Source: an optimization exercise on an open RTL-to-GDS flow (aim: small area, a short achievable clock period and few clock cycles). Production flows keep margins and buffers that such runs may drop.
The RTL was checked by simulation tests, not by an equivalence proof against the original design.
No activity file was given, so power comes from the tool's default toggle rates.

--- config.mk ---
export PLATFORM = sky130hd
export DESIGN_NAME = tiny_rv
export DESIGN_NICKNAME = tiny_rv
export VERILOG_FILES = /design/flow/design.v
export SDC_FILE = /design/flow/constraint.sdc
export NUM_CORES = 4
export LEC_CHECK = 0
export CAP_MARGIN = 30
export CORE_MARGIN = 2
export CORE_UTILIZATION = 45
export PLACE_DENSITY = 0.6
export SLEW_MARGIN = 30
--- constraint.sdc ---
create_clock -name core_clock -period 8.0 [get_ports {i_clk}]
set_input_delay 1.6000 -clock core_clock [delete_from_list [all_inputs] [get_ports {i_clk}]]
set_output_delay 1.6000 -clock core_clock [all_outputs]
set_load 0.01 [all_outputs]
--- design.v ---
module tiny_rv_alu(
    input wire i_clk,
    input wire [31:0] pc,
    input wire [6:0] opcode,
    input wire [2:0] funct3,
    input wire [6:0] funct7,
    input wire [31:0] rs1,
    input wire [31:0] rs2,
    input wire [31:0] imm,
    output reg [31:0] result,
    output reg active
);
always @* begin
    active = 1;
    result = 32'h1337_1337;
    case(opcode)
        7'b0110111: result = imm;
        7'b0010111: result = imm + pc;
        7'b0010011:
            case (funct3)
                3'b000: result = imm + rs1;
                3'b010: result = ($signed(rs1) < $signed(imm)) ? 32'b1 : 32'b0;
                3'b011: result = (rs1 < imm) ? 32'b1 : 32'b0;
                3'b100: result = rs1 ^ imm;
                3'b110: result = rs1 | imm;
                3'b111: result = rs1 & imm;
                3'b001: result = rs1 << (imm[4:0]);
                3'b101:
                    if (imm[10])
                        result = $signed($signed(rs1) >>> imm[4:0]);
                    else
                        result = rs1 >> imm[4:0];
                default: active = 0;
            endcase
        7'b0110011:
            case (funct3)
                3'b000:
                    if (funct7[5])
                        result = $signed(rs1) - $signed(rs2);
                    else
                        result = rs1 + rs2;
                3'b010: result = ($signed(rs1) < $signed(rs2)) ? 32'b1 : 32'b0;
                3'b011: result = (rs1 < rs2) ? 32'b1 : 32'b0;
                3'b100: result = rs1 ^ rs2;
                3'b110: result = rs1 | rs2;
                3'b111: result = rs1 & rs2;
                3'b001: result = rs1 << (rs2[4:0]);
                3'b101:
                    if (funct7[5])
                        result = $signed($signed(rs1) >>> rs2[4:0]);
                    else
                        result = rs1 >> rs2[4:0];
                default: active = 0;
            endcase
        default: begin
            result = 32'b0; active = 0;
        end
    endcase
end
endmodule
module tiny_rv_br(
    input wire i_clk,
    input wire [31:0] pc,
    input wire [31:0] next_pc,
    input wire [31:0] computed_broffset,
    input wire [6:0] opcode,
    input wire [2:0] funct3,
    input wire [31:0] rs1,
    input wire [31:0] rs2,
    output reg br_taken,
    output reg [31:0] br_addr,
    output reg active,
    output reg [31:0] result
);
always @* begin
    case(opcode)
        7'b1101111: begin
            active = 1;
            result = next_pc;
            br_taken = 1;
            br_addr = computed_broffset + pc;
        end
        7'b1100111: begin
            active = 1;
            result = next_pc;
            br_taken = 1;
            br_addr = rs1 + computed_broffset;
        end
        7'b1100011: begin
            active = 0;
            result = 0;
            br_addr = pc + computed_broffset;
            case(funct3)
                3'b000: br_taken = (rs1 == rs2);
                3'b001: br_taken = (rs1 != rs2);
                3'b100: br_taken = ($signed(rs1) < $signed(rs2));
                3'b101: br_taken = ($signed(rs1) >= $signed(rs2));
                3'b110: br_taken = (rs1 < rs2);
                3'b111: br_taken = (rs1 >= rs2);
                default: br_taken = 0;
            endcase
        end
        default: begin
            active = 0;
            result = 32'h0;
            br_taken = 0;
            br_addr = 0;
        end
    endcase
end
endmodule
module tiny_rv_csr(
    input wire i_clk,
    input wire [31:0] pc,
    input wire [31:0] inst,
    input wire [6:0] opcode,
    input wire [2:0] funct3,
    input wire [31:0] rs1,
    input wire [31:0] rs2,
    input wire [11:0] csr,
    output reg active,
    output reg [31:0] result
);
    always @(*) begin
        result = 32'b0;
        active = 0;
        if (opcode == 7'b1110011) begin
            case (funct3)
                3'b010: active = 1;
                default: active = 0;
            endcase
        end
    end
endmodule
`default_nettype none
module tiny_rv_mem(
    input wire i_clk, i_reset,
    output wire stall,
    output wire o_wb_cyc, o_wb_stb,
    output reg o_wb_we,
    output reg [29:0]o_wb_addr,
    output reg [31:0] o_wb_data,
    output reg [3:0] o_wb_sel,
    input wire i_wb_ack, i_wb_stall, i_wb_err,
    input wire [31:0] i_wb_data,
    input wire [6:0] opcode,
    input wire [2:0] funct3,
    input wire [31:0] rs1,
    input wire [31:0] rs2,
    input wire [31:0] offset,
    output reg [31:0] result,
    output reg active
);
    reg [3:0] state;
    reg result_valid;
wire start_tx;
    assign stall = start_tx && !result_valid;
    assign active = opcode == 7'b0000011 && result_valid;
assign start_tx = (opcode == 7'b0000011 || opcode == 7'b0100011);
wire is_write;
assign is_write = (opcode == 7'b0100011);
wire is_byte_operation;
assign is_byte_operation = (funct3 == 3'b000   
                         || funct3 == 3'b100 );  
wire is_half_word_operation;
assign is_half_word_operation = (funct3 == 3'b001  ||  
                                 funct3 == 3'b101 );  
wire [31:0] mem_addr = rs1 + offset;
wire [31:0] wr_val = rs2;
reg [3:0] wb_sel_val;
always @(*)
    if (is_byte_operation)
        case(mem_addr[1:0])
            3: wb_sel_val = 4'b1000;
            2: wb_sel_val = 4'b0100;
            1: wb_sel_val = 4'b0010;
            default: wb_sel_val = 4'b0001;
        endcase
    else if (is_half_word_operation)
        case(mem_addr[1])
            1: wb_sel_val = 4'b1100;
            default: wb_sel_val = 4'b0011;
        endcase
    else
        wb_sel_val = 4'b1111;
reg [31:0] write_data;
always @(*)
    if (is_byte_operation)
        case(mem_addr[1:0])
            3: write_data = wr_val << 24;
            2: write_data = wr_val << 16;
            1: write_data = wr_val << 8;
            default: write_data = wr_val;
        endcase
    else if (is_half_word_operation)
        case(mem_addr[1])
            1: write_data = wr_val << 16;
            default: write_data = wr_val;
        endcase
    else
        write_data = wr_val;
function [15:0] trunc_32_to_8(input [31:0] val32);
  trunc_32_to_8 = {8'h0, val32[7:0]};
endfunction
function [15:0] trunc_32_to_16(input [31:0] val32);
  trunc_32_to_16 = val32[15:0];
endfunction
reg [31:0] in_data;
reg [15:0] shifted_i_data;
always @(*)
    if (is_byte_operation) begin
        case(mem_addr[1:0])
            3: shifted_i_data = trunc_32_to_8(i_wb_data >> 24);
            2: shifted_i_data = trunc_32_to_8(i_wb_data >> 16);
            1: shifted_i_data = trunc_32_to_8(i_wb_data >> 8);
            default: shifted_i_data = trunc_32_to_8(i_wb_data);
        endcase
        if (funct3 == 3'b000)  
            in_data = {{24{shifted_i_data[7]}}, shifted_i_data[7:0]};
        else
            in_data = {24'h0, shifted_i_data[7:0]};
    end
    else if (is_half_word_operation) begin
        case(mem_addr[1])
            1: shifted_i_data = trunc_32_to_16(i_wb_data >> 16);
            default: shifted_i_data = trunc_32_to_16(i_wb_data);
        endcase
        if (funct3 == 3'b001)  
            in_data = {{16{shifted_i_data[15]}}, shifted_i_data};
        else
            in_data = {16'h0, shifted_i_data};
    end
    else
        in_data = i_wb_data;
    localparam  WB_IDLE = 0,
                WB_STROBE = 1,
                WB_WAIT = 2;
    assign o_wb_cyc = state != WB_IDLE;
    assign o_wb_stb = state == WB_STROBE;
always @(posedge i_clk) begin
    result_valid <= 0;
    if (i_reset) begin
        state <= WB_IDLE;
    end
    else if (state == WB_IDLE) begin
        if (start_tx && !result_valid) begin
            o_wb_sel <= wb_sel_val;
            o_wb_addr <= mem_addr[31:2];
            o_wb_data <= write_data;
            o_wb_we <= is_write;
            state <= WB_STROBE;
        end
    end
    else if (i_wb_ack || i_wb_err) begin
        state <= WB_IDLE;
        result <= in_data;
        result_valid <= 1;
    end
    else if (state == WB_STROBE && !i_wb_stall) begin
        state <= WB_WAIT;
    end
end
endmodule
module tiny_rv_decode(
    input wire i_clk,
    input wire i_reset,
    input wire i_pipe_stall,
    input wire i_pipe_flush,
    input wire [31:0] fetch_pc,
    input wire [31:0] fetch_inst,
    output reg [31:0] decode_pc,
    output reg [31:0] decode_inst,
    output reg [31:0] decode_imm32,
    output reg [6:0] decode_opcode,
    output reg [2:0] decode_funct3,
    output reg [6:0] decode_funct7,
    output reg [4:0] decode_rs1,
    output reg [4:0] decode_rs2,
    output reg [4:0] decode_rd
);
wire [6:0] fetch_opcode = fetch_inst[6:0];
always @(posedge i_clk) begin
    if (i_pipe_flush || i_reset) begin
        decode_pc <= 0;
        decode_inst <= 0;
        decode_imm32 <= 0;
        decode_opcode <= 0;
        decode_funct3 <= 0;
        decode_funct7 <= 0;
        decode_rs1 <= 0;
        decode_rs2 <= 0;
        decode_rd <= 0;
    end
    else if (!i_pipe_stall) begin
        decode_pc <= fetch_pc;
        decode_inst <= fetch_inst;
        decode_opcode <= fetch_opcode;
        decode_funct3 <= fetch_inst[14:12];
        decode_funct7 <= fetch_inst[31:25];
        decode_rs1 <= fetch_inst[19:15];
        decode_rs2 <= fetch_inst[24:20];
        if (fetch_opcode == 7'b0100011)
            decode_rd <= 0;
        else
            decode_rd <= fetch_inst[11:7];
        case (fetch_opcode)
            7'b0110111,
            7'b0010111: decode_imm32 <= {fetch_inst[31:12], 12'b0};
            7'b1101111: decode_imm32 <= {{12{fetch_inst[31]}}, fetch_inst[19:12], fetch_inst[20], fetch_inst[30:25], fetch_inst[24:21], 1'b0};
            7'b1100011: decode_imm32 <= {{20{fetch_inst[31]}}, fetch_inst[7], fetch_inst[30:25], fetch_inst[11:8], 1'b0};
            7'b0100011: decode_imm32 <= {{21{fetch_inst[31]}}, fetch_inst[30:25], fetch_inst[11:7]};
            7'b0010011,
            7'b0000011,
            7'b1100111: decode_imm32 <= {{21{fetch_inst[31]}}, fetch_inst[30:20]};
            default: decode_imm32 <= 0;
        endcase
    end
end
endmodule
module tiny_rv_dprf(
    input wire i_clk,
    input wire [4:0] read_addr1,
    input wire [4:0] read_addr2,
    input wire [4:0] write_addr1,
    output reg [31:0] read_data1,
    output reg [31:0] read_data2,
    input wire [31:0] write_data1
);
reg [31:0] registers [32];
always @(*) begin
    if (|read_addr1)
        read_data1 = registers[read_addr1];
    else
        read_data1 = 32'h0;
end
always @(*) begin
    if (|read_addr2)
        read_data2 = registers[read_addr2];
    else
        read_data2 = 32'h0;
end
always @(posedge i_clk) begin
    registers[write_addr1] <= write_data1;
end
endmodule
module tiny_rv_rr(
    input wire i_clk,
    input wire i_reset,
    input wire i_pipe_stall,
    input wire i_pipe_flush,
    input wire [31:0] decode_pc,
    input wire [31:0] decode_inst,
    input wire [31:0] decode_imm32,
    input wire [6:0] decode_opcode,
    input wire [2:0] decode_funct3,
    input wire [6:0] decode_funct7,
    input wire [4:0] decode_rs1,
    input wire [4:0] decode_rs2,
    input wire [4:0] decode_rd,
    output wire [4:0] read_p1,
    output wire [4:0] read_p2,
    input wire [31:0] data_p1,
    input wire [31:0] data_p2,
    input wire [4:0] of1_reg, of2_reg,
    input wire [31:0] of1_val, of2_val,
    output reg [31:0] rr_pc,
    output reg [31:0] rr_inst,
    output reg [6:0] rr_opcode,
    output reg [4:0] rr_rd,
    output reg [31:0] rr_rs1,
    output reg [31:0] rr_rs2,
    output reg [2:0] rr_funct3,
    output reg [6:0] rr_funct7,
    output reg [31:0] rr_imm32
);
assign read_p1 = decode_rs1;
assign read_p2 = decode_rs2;
always @(posedge i_clk) begin
    if (i_reset || i_pipe_flush) begin
        rr_pc <= 0;
        rr_inst <= 0;
        rr_opcode <= 0;
        rr_rd <= 0;
        rr_rs1 <= 0;
        rr_rs2 <= 0;
        rr_funct3 <= 0;
        rr_funct7 <= 0;
        rr_imm32 <= 0;
    end 
    else if (!i_pipe_stall) begin
        rr_pc <= decode_pc;
        rr_inst <= decode_inst;
        rr_opcode <= decode_opcode;
        rr_rd <= decode_rd;
        rr_funct3 <= decode_funct3;
        rr_funct7 <= decode_funct7;
        rr_imm32 <= decode_imm32;
        if (decode_rs1 == 5'b0) begin
            rr_rs1 <= 32'h0;
        end
        else if (decode_rs1 == of1_reg) begin
            rr_rs1 <= of1_val;
        end
        else if (decode_rs1 == of2_reg) begin
            rr_rs1 <= of2_val;
        end
        else begin
            rr_rs1 <= data_p1;
        end
        if (decode_rs2 == 5'b0) begin
            rr_rs2 <= 32'h0;
        end
        else if (decode_rs2 == of1_reg) begin
            rr_rs2 <= of1_val;
        end
        else if (decode_rs2 == of2_reg) begin
            rr_rs2 <= of2_val;
        end
        else begin
            rr_rs2 <= data_p2;
        end
    end
end
endmodule
`default_nettype none
module tiny_rv_exec(
    input wire i_clk,
    input wire i_reset,
    output wire exec_rr_stall, exec_rr_flush,
    input wire [31:0] rr_pc,
    input wire [31:0] rr_inst,
    input wire [6:0] rr_opcode,
    input wire [4:0] rr_rd,
    input wire [31:0] rr_rs1,
    input wire [31:0] rr_rs2,
    input wire [2:0] rr_funct3,
    input wire [6:0] rr_funct7,
    input wire [31:0] rr_imm32,
    output reg [31:0] exec_pc,
    output reg [31:0] exec_inst,
    output reg [4:0] exec_rd,
    output reg [31:0] exec_rd_val,
    output reg [31:0] of1_val,
    output wire [4:0] of1_reg,
    output reg [31:0] new_pc,
    output wire ld_new_pc,
    output reg o_flush_icache,
    input wire i_icache_clean,
    output wire o_wb_cyc, o_wb_stb, o_wb_we,
    output wire [29:0] o_wb_addr,
    output wire [31:0] o_wb_data,
    output wire [3:0] o_wb_sel,
    input wire i_wb_ack, i_wb_stall, i_wb_err,
    input wire [31:0] i_wb_data
);
    wire [11:0] rr_csr = rr_inst[31:20];
    wire br_active;
    wire [31:0] br_result;
    wire br_ldpc;
    wire [31:0] br_pc;
    wire mem_stall, mem_active;
    wire [31:0] mem_result;
    localparam FENCE_IDLE = 2'h0, FENCE_EX = 2'h1, FENCE_DONE = 2'h2;
    reg [1:0] fence_state;
    wire fence_flush = fence_state == FENCE_DONE;
    wire fence_stall = (fence_state != FENCE_DONE) && (rr_opcode == 7'b0001111);
    assign exec_rr_flush = br_ldpc || fence_flush;
    assign exec_rr_stall = mem_stall || fence_stall;
    assign ld_new_pc = br_ldpc || fence_flush;
    always @* begin
        if (br_ldpc)
            new_pc = br_pc;
        else if (fence_flush)
            new_pc = fence_pc;
        else
            new_pc = 32'b0;
    end
    tiny_rv_br branch_unit(
        .i_clk,
        .pc(rr_pc),
        .next_pc(rr_pc+4),
        .computed_broffset(rr_imm32),
        .opcode(rr_opcode),
        .funct3(rr_funct3),
        .rs1(rr_rs1),
        .rs2(rr_rs2),
        .br_taken(br_ldpc),
        .br_addr(br_pc),
        .active(br_active),
        .result(br_result)
    );
    wire [31:0] alu_result;
    wire alu_active;
    tiny_rv_alu alu(
        .i_clk,
        .pc(rr_pc),
        .opcode(rr_opcode),
        .funct3(rr_funct3),
        .funct7(rr_funct7),
        .rs1(rr_rs1),
        .rs2(rr_rs2),
        .imm(rr_imm32),
        .result(alu_result),
        .active(alu_active)
    );
    wire csr_active;
    wire [31:0] csr_result;
    tiny_rv_csr csr(
        .i_clk,
        .pc(rr_pc),
        .inst(rr_inst),
        .opcode(rr_opcode),
        .funct3(rr_funct3),
        .rs1(rr_rs1),
        .rs2(rr_rs2),
        .csr(rr_csr),
        .active(csr_active),
        .result(csr_result)
    );
    tiny_rv_mem mem(
        .i_clk,
        .i_reset,
        .stall(mem_stall),
        .o_wb_cyc, .o_wb_stb, .o_wb_we,
        .o_wb_addr, .o_wb_data, .o_wb_sel,
        .i_wb_ack, .i_wb_stall, .i_wb_err,
        .i_wb_data,
        .opcode(rr_opcode),
        .funct3(rr_funct3),
        .rs1(rr_rs1),
        .rs2(rr_rs2),
        .offset(rr_imm32),
        .result(mem_result),
        .active(mem_active)
    );
    wire [31:0] fence_pc = rr_pc + 4;
    always @(posedge i_clk) begin
        if (i_reset) begin
            fence_state <= FENCE_IDLE;
            o_flush_icache <= 0;
        end
        else if (fence_state == FENCE_DONE)
            fence_state <= FENCE_IDLE;
        else if (rr_opcode == 7'b0001111) begin
            if (rr_funct3 == 3'b001) begin
                if (fence_state == FENCE_IDLE) begin
                    o_flush_icache <= 1;
                    fence_state <= FENCE_EX;
                end
                else if (fence_state == FENCE_EX) begin
                    o_flush_icache <= 0;
                    if (i_icache_clean)
                        fence_state <= FENCE_DONE;
                end
            end
            else
                fence_state <= FENCE_DONE;
        end
    end
    wire any_active = br_active | alu_active | csr_active | mem_active;
    always @(posedge i_clk) begin
        if (i_reset) begin
            exec_rd <= 0;
            exec_rd_val <= 0;
        end
        else begin
            exec_pc <= rr_pc;
            exec_inst <= rr_inst;
            exec_rd <= of1_reg;
            exec_rd_val <= of1_val;
        end
    end
    assign of1_reg = any_active ? rr_rd:5'b0;
    always @* begin
        if (br_active)
            of1_val = br_result;
        else if (alu_active)
            of1_val = alu_result;
        else if (csr_active)
            of1_val = csr_result;
        else if (mem_active)
            of1_val = mem_result;
        else
            of1_val = 32'b0;
    end
endmodule
`default_nettype none
module tiny_rv_fetch_directmap(
    i_clk, i_reset,
    i_pipe_stall,
    i_pipe_flush,
    i_new_pc, i_pc,
    o_wb_cyc, o_wb_stb, o_wb_we,
    o_wb_addr, o_wb_data, o_wb_sel,
    i_wb_ack, i_wb_stall, i_wb_err,
    i_wb_data,
    o_buf_pc, o_buf_inst,
    i_clear_cache, o_cache_clean
);
parameter LINE_BITS = 2;
localparam CACHE_LINES = 1 << LINE_BITS;
localparam TAG_BITS = 32 - 6 - LINE_BITS;
input wire i_clk, i_reset;  
input wire i_pipe_stall, i_pipe_flush;  
input wire i_new_pc;
input wire [31:0] i_pc;
output reg o_wb_stb;
output wire o_wb_we;
output wire o_wb_cyc;
output reg [29:0] o_wb_addr;  
output wire [31:0] o_wb_data;  
output wire [3:0]  o_wb_sel;  
assign o_wb_we = 1'b0;
assign o_wb_data = 32'h0;
assign o_wb_sel = 4'h0;
input wire i_wb_ack, i_wb_stall, i_wb_err;
input wire [31:0] i_wb_data;
output reg [31:0] o_buf_pc, o_buf_inst;
reg [31:0] current_pc;
localparam IDLE = 0,
           FETCH_STROBE = 1,
           FETCH_WAIT_ACK = 2,
           FETCH_NEXT = 3,
           LAST_STATE = 4;
reg [3:0] current_state;
input wire i_clear_cache;
output wire o_cache_clean;
reg [TAG_BITS-1:0] cache_tags [CACHE_LINES];
reg [31:0] cache_data [CACHE_LINES*16];
reg [CACHE_LINES-1:0] cache_valid;
wire cache_hit;
wire [LINE_BITS-1:0] cache_index;
wire [LINE_BITS+3:0] cache_word_index;
assign cache_index = current_pc[LINE_BITS+5:6];
assign cache_word_index = current_pc[LINE_BITS+5:2];
assign cache_hit = (current_pc[31:LINE_BITS+6] == cache_tags[cache_index])
                && (cache_valid[cache_index]);  
wire [31:0] cache_hit_data;
assign cache_hit_data = cache_data[cache_word_index];
wire [LINE_BITS-1:0] fetch_cache_index;
assign fetch_cache_index = o_wb_addr[LINE_BITS+3:4];
wire [LINE_BITS+3:0] fetch_cache_word_index;
assign fetch_cache_word_index = o_wb_addr[LINE_BITS+3:0];
wire [TAG_BITS-1:0] fetch_cache_tag;
assign fetch_cache_tag = o_wb_addr[29:LINE_BITS+4];
integer cacheline_fill_counter;
assign o_cache_clean = !i_clear_cache;
always @(posedge i_clk) begin
    if (i_reset) begin  
        current_state <= IDLE;
        cacheline_fill_counter <= 0;
        cache_valid <= 0;
    end
    else begin
        if (current_state == IDLE && (!cache_hit) && (!i_wb_stall || !o_wb_cyc)) begin
            cacheline_fill_counter <= 0;
            current_state <= FETCH_STROBE;
            o_wb_addr <= {current_pc[31:6], 4'b0};
        end else if (
            (current_state == FETCH_WAIT_ACK || current_state == FETCH_STROBE)
            && (i_wb_ack) && (!i_wb_err)
        ) begin  
            cache_tags[fetch_cache_index] <= fetch_cache_tag;
            cache_data[fetch_cache_word_index] <= i_wb_data;
            if (cacheline_fill_counter == 15) begin
                current_state <= IDLE;
                cache_valid[fetch_cache_index] <= 1'b1;
            end
            else if (!i_wb_stall || !o_wb_cyc) begin
                o_wb_addr <= o_wb_addr + 1;  
                current_state <= FETCH_STROBE;
                cacheline_fill_counter <= cacheline_fill_counter + 1;
            end else
                current_state <= FETCH_NEXT;
        end
        else if ((current_state == FETCH_WAIT_ACK || current_state == FETCH_STROBE) && (i_wb_err)) begin
            current_state <= IDLE;
        end
        else if (current_state == FETCH_STROBE && (!i_wb_stall)) begin
            current_state <= FETCH_WAIT_ACK;
        end
        else if ((current_state == FETCH_NEXT) && (!i_wb_stall || !o_wb_cyc)) begin
            o_wb_addr <= o_wb_addr + 1;
            current_state <= FETCH_STROBE;
            cacheline_fill_counter <= cacheline_fill_counter + 1;
        end
        if (i_clear_cache)
            cache_valid <= 0;
    end
end
always @(posedge i_clk) begin
    if (i_reset) begin  
        current_pc <= 0;
        o_buf_pc <= 0;
        o_buf_inst <= 0;
    end
    else if (i_pipe_flush || i_new_pc) begin  
        o_buf_pc <= 0;
        o_buf_inst <= 0;
        if (i_new_pc)
            current_pc <= i_pc;
    end
    else if (!i_pipe_stall) begin
        if (current_state == IDLE && cache_hit) begin  
            o_buf_inst <= cache_hit_data;
            o_buf_pc <= current_pc;
            current_pc <= current_pc + 4;
        end else begin
            o_buf_inst <= 0;
            o_buf_pc <= 0;
        end
    end
end
assign o_wb_cyc = current_state == FETCH_STROBE
                ||current_state == FETCH_WAIT_ACK;
always @(*) begin
    case(current_state)
        FETCH_STROBE: begin
            o_wb_stb = 1;
        end
        default: begin
            o_wb_stb = 0;
        end
    endcase
end
endmodule
`default_nettype	none
module	wbpriarbiter(i_clk,
	i_a_cyc, i_a_stb, i_a_we, i_a_adr, i_a_dat, i_a_sel, o_a_ack, o_a_stall, o_a_err,
	i_b_cyc, i_b_stb, i_b_we, i_b_adr, i_b_dat, i_b_sel, o_b_ack, o_b_stall, o_b_err,
	o_cyc, o_stb, o_we, o_adr, o_dat, o_sel, i_ack, i_stall, i_err);
	parameter			DW=32, AW=30;
	parameter	[0:0]		OPT_ZERO_ON_IDLE = 1'b0;
	input	wire			i_clk;
	input	wire			i_a_cyc, i_a_stb, i_a_we;
	input	wire	[(AW-1):0]	i_a_adr;
	input	wire	[(DW-1):0]	i_a_dat;
	input	wire	[(DW/8-1):0]	i_a_sel;
	output	wire			o_a_ack, o_a_stall, o_a_err;
	input	wire			i_b_cyc, i_b_stb, i_b_we;
	input	wire	[(AW-1):0]	i_b_adr;
	input	wire	[(DW-1):0]	i_b_dat;
	input	wire	[(DW/8-1):0]	i_b_sel;
	output	wire			o_b_ack, o_b_stall, o_b_err;
	output	wire			o_cyc, o_stb, o_we;
	output	wire	[(AW-1):0]	o_adr;
	output	wire	[(DW-1):0]	o_dat;
	output	wire	[(DW/8-1):0]	o_sel;
	input	wire			i_ack, i_stall, i_err;
	reg	r_a_owner;
	always @(posedge i_clk)
		if (!i_b_cyc)
			r_a_owner <= 1'b1;
		else if ((i_b_cyc)&&(i_b_stb)&&(!i_a_cyc))
			r_a_owner <= 1'b0;
	assign o_cyc = (r_a_owner) ? i_a_cyc : i_b_cyc;
	assign o_we  = (r_a_owner) ? i_a_we  : i_b_we;
	assign o_stb   = (r_a_owner) ? i_a_stb   : i_b_stb;
	generate if (OPT_ZERO_ON_IDLE)
	begin
		assign	o_adr     = (o_stb)?((r_a_owner) ? i_a_adr  : i_b_adr):0;
		assign	o_dat     = (o_stb)?((r_a_owner) ? i_a_dat  : i_b_dat):0;
		assign	o_sel     = (o_stb)?((r_a_owner) ? i_a_sel  : i_b_sel):0;
		assign	o_a_ack   = (o_cyc)&&( r_a_owner) ? i_ack   : 1'b0;
		assign	o_b_ack   = (o_cyc)&&(!r_a_owner) ? i_ack   : 1'b0;
		assign	o_a_stall = (o_cyc)&&( r_a_owner) ? i_stall : 1'b1;
		assign	o_b_stall = (o_cyc)&&(!r_a_owner) ? i_stall : 1'b1;
		assign	o_a_err   = (o_cyc)&&( r_a_owner) ? i_err : 1'b0;
		assign	o_b_err   = (o_cyc)&&(!r_a_owner) ? i_err : 1'b0;
	end else begin
		assign o_adr   = (r_a_owner) ? i_a_adr   : i_b_adr;
		assign o_dat   = (r_a_owner) ? i_a_dat   : i_b_dat;
		assign o_sel   = (r_a_owner) ? i_a_sel   : i_b_sel;
		assign	o_a_ack   = ( r_a_owner) ? i_ack   : 1'b0;
		assign	o_b_ack   = (!r_a_owner) ? i_ack   : 1'b0;
		assign	o_a_stall = ( r_a_owner) ? i_stall : 1'b1;
		assign	o_b_stall = (!r_a_owner) ? i_stall : 1'b1;
		assign	o_a_err = ( r_a_owner) ? i_err : 1'b0;
		assign	o_b_err = (!r_a_owner) ? i_err : 1'b0;
	end endgenerate
endmodule
`default_nettype none
module tiny_rv(
    input wire i_clk,
    input wire i_reset,
    output wire o_wb_cyc,
    output wire o_wb_stb,
    output wire o_wb_we,
    output wire [29:0] o_wb_addr,
    output wire [31:0] o_wb_data,
    output wire [3:0] o_wb_sel,
    input wire i_wb_ack,
    input wire i_wb_stall,
    input wire i_wb_err,
    input wire [31:0] i_wb_data
);
    wire master_wb_cyc, master_wb_stb;
    wire master_wb_we;
    wire [29:0] master_wb_addr;
    wire [31:0] master_wb_data_mosi;
    wire [3:0] master_wb_sel;
    wire master_wb_ack, master_wb_stall, master_wb_err;
    wire [31:0] master_wb_data_miso;
    wire fetch_wb_cyc, fetch_wb_stb;
    wire fetch_wb_we;
    wire [29:0] fetch_wb_addr;
    wire [31:0] fetch_wb_data_mosi;
    wire [3:0] fetch_wb_sel;
    wire fetch_wb_ack, fetch_wb_stall, fetch_wb_err;
    wire mem_wb_cyc, mem_wb_stb;
    wire mem_wb_we;
    wire [29:0] mem_wb_addr;
    wire [31:0] mem_wb_data_mosi;
    wire [3:0] mem_wb_sel;
    wire mem_wb_ack, mem_wb_stall, mem_wb_err;
wire pipe_stall, pipe_flush;
wire [31:0] new_pc;
wire ld_new_pc;
wire [31:0] fetch_pc, fetch_inst;
wire flush_icache, icache_clean;
tiny_rv_fetch_directmap fetch(
    .i_clk, .i_reset,
    .i_pipe_stall(pipe_stall),
    .i_pipe_flush(pipe_flush),
    .i_new_pc(ld_new_pc), .i_pc(new_pc),
    .o_wb_cyc(fetch_wb_cyc), .o_wb_stb(fetch_wb_stb), .o_wb_we(fetch_wb_we),
    .o_wb_addr(fetch_wb_addr), .o_wb_data(fetch_wb_data_mosi), .o_wb_sel(fetch_wb_sel),
    .i_wb_ack(fetch_wb_ack), .i_wb_stall(fetch_wb_stall), .i_wb_err(fetch_wb_err),
    .i_wb_data(master_wb_data_miso),
    .o_buf_pc(fetch_pc), .o_buf_inst(fetch_inst),
    .i_clear_cache(flush_icache), .o_cache_clean(icache_clean)
);
wire [31:0] decode_pc;
wire [31:0] decode_inst;
wire [31:0] decode_imm32;
wire [6:0] decode_opcode;
wire [2:0] decode_funct3;
wire [6:0] decode_funct7;
wire [4:0] decode_rs1;
wire [4:0] decode_rs2;
wire [4:0] decode_rd;
tiny_rv_decode decode(
    .i_clk,
    .i_reset,
    .i_pipe_stall(pipe_stall),
    .i_pipe_flush(pipe_flush),
    .fetch_pc,
    .fetch_inst,
    .decode_pc,
    .decode_inst,
    .decode_imm32,
    .decode_opcode,
    .decode_funct3,
    .decode_funct7,
    .decode_rs1,
    .decode_rs2,
    .decode_rd
);
wire [4:0] read_addr1, read_addr2, write_addr1;
wire [31:0] read_data1, read_data2, write_data1;
wire [4:0] of1_reg;
wire [31:0] of1_val;
tiny_rv_dprf dprf (
    .i_clk,
    .read_addr1,
    .read_addr2,
    .write_addr1,
    .read_data1,
    .read_data2,
    .write_data1
);
wire [31:0] rr_pc;
wire [31:0] rr_inst;
wire [31:0] rr_imm32;
wire [6:0]  rr_opcode;
wire [2:0]  rr_funct3;
wire [6:0]  rr_funct7;
wire [31:0]  rr_rs1;
wire [31:0]  rr_rs2;
wire [4:0]  rr_rd;
tiny_rv_rr reg_read (
    .i_clk,
    .i_reset,
    .i_pipe_stall(pipe_stall),
    .i_pipe_flush(pipe_flush),
    .decode_pc,
    .decode_inst,
    .decode_imm32,
    .decode_opcode,
    .decode_funct3,
    .decode_funct7,
    .decode_rs1,
    .decode_rs2,
    .decode_rd,
    .read_p1(read_addr1),
    .read_p2(read_addr2),
    .data_p1(read_data1),
    .data_p2(read_data2),
    .of1_reg, 
    .of2_reg(write_addr1),
    .of1_val, 
    .of2_val(write_data1),
    .rr_pc,
    .rr_inst,
    .rr_opcode,
    .rr_rd,
    .rr_rs1,
    .rr_rs2,
    .rr_funct3,
    .rr_funct7,
    .rr_imm32
);
wire [31:0] exec_pc, exec_inst;
tiny_rv_exec exec(
    .i_clk,
    .i_reset,
    .exec_rr_stall(pipe_stall), 
    .exec_rr_flush(pipe_flush),
    .rr_pc,
    .rr_inst,
    .rr_opcode,
    .rr_rd,
    .rr_rs1,
    .rr_rs2,
    .rr_funct3,
    .rr_funct7,
    .rr_imm32,
    .exec_pc,
    .exec_inst,
    .exec_rd(write_addr1),
    .exec_rd_val(write_data1),
    .of1_reg,
    .of1_val,
    .new_pc,
    .ld_new_pc,
    .o_flush_icache(flush_icache),
    .i_icache_clean(icache_clean),
    .o_wb_cyc(mem_wb_cyc),
    .o_wb_stb(mem_wb_stb),
    .o_wb_we(mem_wb_we),
    .o_wb_addr(mem_wb_addr),
    .o_wb_data(mem_wb_data_mosi),
    .o_wb_sel(mem_wb_sel),
    .i_wb_ack(mem_wb_ack),
    .i_wb_stall(mem_wb_stall),
    .i_wb_err(mem_wb_err),
    .i_wb_data(master_wb_data_miso)
);
    wbpriarbiter master_arb (.i_clk,
        .i_a_cyc(mem_wb_cyc), .i_a_stb(mem_wb_stb), .i_a_we(mem_wb_we), .i_a_adr(mem_wb_addr), .i_a_dat(mem_wb_data_mosi), .i_a_sel(mem_wb_sel), .o_a_ack(mem_wb_ack), .o_a_stall(mem_wb_stall), .o_a_err(mem_wb_err),
        .i_b_cyc(fetch_wb_cyc), .i_b_stb(fetch_wb_stb), .i_b_we(fetch_wb_we), .i_b_adr(fetch_wb_addr), .i_b_dat(fetch_wb_data_mosi), .i_b_sel(fetch_wb_sel), .o_b_ack(fetch_wb_ack), .o_b_stall(fetch_wb_stall), .o_b_err(fetch_wb_err),
        .o_cyc(master_wb_cyc), .o_stb(master_wb_stb), .o_we(master_wb_we), .o_adr(master_wb_addr), .o_dat(master_wb_data_mosi), .o_sel(master_wb_sel), .i_ack(master_wb_ack), .i_stall(master_wb_stall), .i_err(master_wb_err));
    assign o_wb_cyc = master_wb_cyc;
    assign o_wb_stb = master_wb_stb;
    assign o_wb_we = master_wb_we;
    assign o_wb_addr = master_wb_addr;
    assign o_wb_data = master_wb_data_mosi;
    assign o_wb_sel = master_wb_sel;
    assign master_wb_ack = i_wb_ack;
    assign master_wb_stall = i_wb_stall;
    assign master_wb_err = i_wb_err;
    assign master_wb_data_miso = i_wb_data;
endmodule
--- run.sh ---
#!/bin/bash
# synth_recipe.tcl (not shown) runs the flow's synth.tcl, then flattens the netlist and writes it again
# the make line also repeats each setting of config.mk as NAME=value (left out here)
make -C /OpenROAD-flow-scripts/flow DESIGN_CONFIG=/design/flow/config.mk WORK_HOME=/design/flow/orfs CLKGATE_MAP_FILE= SYNTH_SCRIPT=/design/flow/synth_recipe.tcl finish
==> flow_metrics.py <==
metrics = {
    "floorplanning": {
        "rows": 227,
        "die_area_um2": 389000,
        "start_util_pct": 45.2,
        "fp.dieH_um": 624,
        "die_w_um": 624,
        "coreArea_um2": 382000,
        "io_pins": 106,
    },
    "clocking": {
        "root_buffer": "clkbuf_16",
        "clk_latency_ns": 1.01,
        "cts_buffers": 387,
        "hold_buffers": 0,
        "clock_sinks": 3725,
        "cts_setup_buffers": 0,
        "cts.clk_slew.worst_paths_ns": 0.06,
        "cts_resized": 0,
        "htreeDepth": 5,
        "clockBufferDepth": 4,
        "cts_tree": "yes",
    },
    "route": {
        "via_per_inst": 6.71,
        "totalWireLength_mm": 611,
        "wl_per_cell_um": 37.8,
        "final_antenna_net_count": 0,
        "remaining_drc_errors": 0,
        "num_vias": 108000,
        "drt-pass1-iter-count": 8,
        "drt_iter0_drc": 15200,
    },
    "worst_setup_path": {
        "cp.arrival_ns": 6.55,
        "crit_type": "reg2reg",
        "reg2reg_to": "fetch.cache_data[47][27]",
        "r2r_setup_slack_ns": 2.04,
        "critPathMaxStageDelay_ns": 0.83,
        "endpoint": "fetch.cache_data[47][27]",
        "cp.required_ns": 8.59,
        "crit_chain": "mux4_2 -> xnor2_1 -> nand4_1 -> nor4_2 -> a21oi_4 -> or2_2 -> nor2_1 -> nand2_1 -> nor2_4 -> buf_4",
        "cp_max_fo": 35,
        "crit_slowest_cell": "dfxtp_4",
        "end_kind": "flip-flop",
        "cp-start-kind": "flip-flop",
        "rr_worst_depth": 10,
    },
    "timing": {
        "rsz0062_at_grt": "no",
        "period_share_pct": 74.5,
        "period_minus_slack_ns": 5.96,
        "fmax_mhz": 168,
        "setup-tns-final_ns": 0,
        "setup_ws_ns": 2.04,
        "slew_headroom_pct": 22.3,
        "final-max-slew-violation-count": 0,
        "finalHoldViolCount": 0,
        "tightest_slew_ns": 1.16,
        "setup_violations": 0,
        "hold_slack_ns": 0.443,
        "skew_ns": 0.0995,
    },
    "job": {
        "drv_cap": 0,
    },
    "layout": {
        "syn_to_final_growth_pct": 12.4,
        "drive_gt1_share_pct": 25.2,
        "nets": 11000,
        "finalNonFillerCells": 16100,
        "utilization_pct": 50.8,
    },
    "synthesis": {
        "synth.area.mux_share_pct": 20.7,
        "yosysTopAreaCell": "edfxtp_1",
        "synth_nets": 11000,
        "synth_simple_gate_area_share_pct": 5.35,
        "synth_area_leaders": "edfxtp_1 (57%), mux4_2 (19%), dfxtp_1 (5.0%)",
        "yosysWarnings": 11,
        "yosysTopAreaCellShare_pct": 57.3,
        "netlist_area_um2": 173000,
        "synth_edf_count": 3297,
        "synthTopCellsByCount": "edfxtp_1 (3297), mux4_2 (1476), nand2_1 (743), nor2_1 (641), clkbuf_1 (555)",
        "syn_inst": 10700,
        "synth_most_common_cell": "edfxtp_1",
        "ys.flop_type": "edfxtp_1",
        "yosysSeqAreaShare_pct": 62.3,
        "avgSynthCellArea_um2": 16.1,
        "synthDistinctLibCells": 100,
        "ys_ff_latch": 3725,
        "synthXorXnorAreaFrac_pct": 1.03,
        "synth_top_family_by_area": "multiplexers",
        "async_flop_share_pct": 0,
        "synth_compound_area_share_pct": 6.62,
        "synthAdderAreaFrac_pct": 1.73,
    },
    "power": {
        "worst_ir_drop_vdd_uv": 219,
        "p_per_area_nw_per_um2": 209,
        "p_leak_nw": 59.9,
    },
    "hold_path": {
        "hold_path_class": "reg2reg",
    },
    "global_routing": {
        "grt_max_degree": 125,
        "grt_usage_pct": 31.0,
        "grt-ovfl-total": 0,
        "grt_pass1_wl_mm": 848,
        "antenna_found_initial": 59,
        "grt_pass1_vias": 105000,
    },
    "placement": {
        "placed_cells": 15400,
        "port_buffers": 105,
        "gp_congestion": 1.06,
        "dp_slack_ns": 2.18,
        "dpl.hpwl_mm": 403,
    },
    "outcome": {
        "status": "finished clean",
    },
}
[critical path, delay by kind of cell, from the launching register on]
family / cells / cell delay [ns]
AO/OA/AOI/OAI: 1 / 0.15
XOR/XNOR: 1 / 0.29
buffers and inverters: 1 / 0.43
flip-flops: 1 / 0.83
multiplexers: 1 / 0.60
AND/OR/NAND/NOR: 6 / 3.15
[cell families (layout without fill, tap and decap cells)]
logic type / after synthesis / after routing
adders and majority gates: 237 / 237
other: 0 / 20
AOI/OAI and AO/OA: 1765 / 1765
muxes: 1710 / 1710
DFF: 3725 / 3725
and+or+nand+nor: 2051 / 2051
buffers and inverters: 1019 / 1398
xor gates and xnor gates: 203 / 203
[area by class of cell]
cell class / count / area [um^2]
antenna: 20 / 50.0
fill: 31100 / 188000
timing repair buffer: 481 / 4640
multi-input combinational: 5966 / 62200
sequential: 3725 / 108000
tap: 5038 / 6300
clock inverter: 240 / 2340
inverter: 195 / 732
clock buffer: 482 / 10300
[flip-flops by register name, summed over array words and instances, names as in the netlist, 30 cells and up, named ones only]
register	count
decode.decode_imm32	32
decode.decode_pc	32
dprf.registers	1024
exec.exec_rd_val	32
exec.mem.o_wb_addr	30
exec.mem.o_wb_data	32
exec.mem.result	32
fetch.cache_data	2048
fetch.cache_tags	96
fetch.cacheline_fill_counter	32
fetch.current_pc	32
fetch.o_buf_inst	32
fetch.o_buf_pc	32
fetch.o_wb_addr	30
reg_read.rr_imm32	32
reg_read.rr_pc	32
reg_read.rr_rs1	32
reg_read.rr_rs2	32
[power by group]
group          total, W  switching, W  internal [W]
sequential       0.0214      0.000242        0.0212
clock            0.0180       0.00784        0.0102
combinational   0.00105      0.000750      0.000303
total            0.0405       0.00883        0.0317
[per-stage QoR]
| step | total power (W) | instance area, um^2 |
|---|---|---|
| CTS | 0.0408 | 194000 |
| finish | 0.0405 | 194000 |
| global route | 0.0416 | 194000 |
| global placement | 0.0229 | 180000 |
| floorplan | 0.0222 | 173000 |
| detailed placement | 0.0229 | 181000 |
[cells in the final DEF, fill, tap and decap left out, types with 186 or more instances in the layout]
master     instances
a21oi_1          501
buf_4            317
clkbuf_16        396
dfxtp_1          369
edfxtp_1        3297
ha_1             233
inv_1            186
mux4_2          1476
nand2_1          740
nor2_1           540
o21ai_0          390
[how the worst min path moves through the flow]
stage | from | end | depth (start not counted)
floorplan | decode.decode_opcode[4] | decode.decode_opcode[4] | 2
global placement | decode.decode_funct3[0] | reg_read.rr_funct3[0] | 2
detailed placement | decode.decode_funct3[0] | reg_read.rr_funct3[0] | 2
CTS | fetch.o_buf_pc[15] | decode.decode_pc[15] | 2
global route | decode.decode_imm32[21] | reg_read.rr_imm32[21] | 2
finish | fetch.o_buf_pc[15] | decode.decode_pc[15] | 2
[metal layers]
layer	vias to the layer above	part of all wire [%]	global-route usage (%)
li1	43400	-	-
met1	57400	40	44.2
met3	1189	10	6.86
met2	6335	45	46.5
met4	34	4.7	12.3
met5	-	0.034	0
Testbench counts, summed over its fixed seeds: cycles 251,069.

==> static timing again, ports no longer ideal <==
In the flow no input, the clock included, has a driving cell. The finished layout below was timed again as built, in two steps. Step 1 assumes that a clkbuf_16 drives the clock port and a buf_2 every other input. Step 2, shift: input delay + t, output delay - t, t = (earliest + latest rising clock arrival at the registers) / 2. This alone moves slack from input paths to output paths. a / b / c = ideal ports / drivers / drivers and shift; a / b = the first two.
t (ns): 1.060
setup WS [ns]: 2.041 / 2.041 / 2.041
hold WS [ns]: 0.443 / 0.443 / 0.443
clock arrival spread, ns: 0.101 / 0.101
After both steps this run still meets setup and hold. For this run, drivers alone change the setup slack by 0.000 ns; drivers and shift together by 0.000 ns.
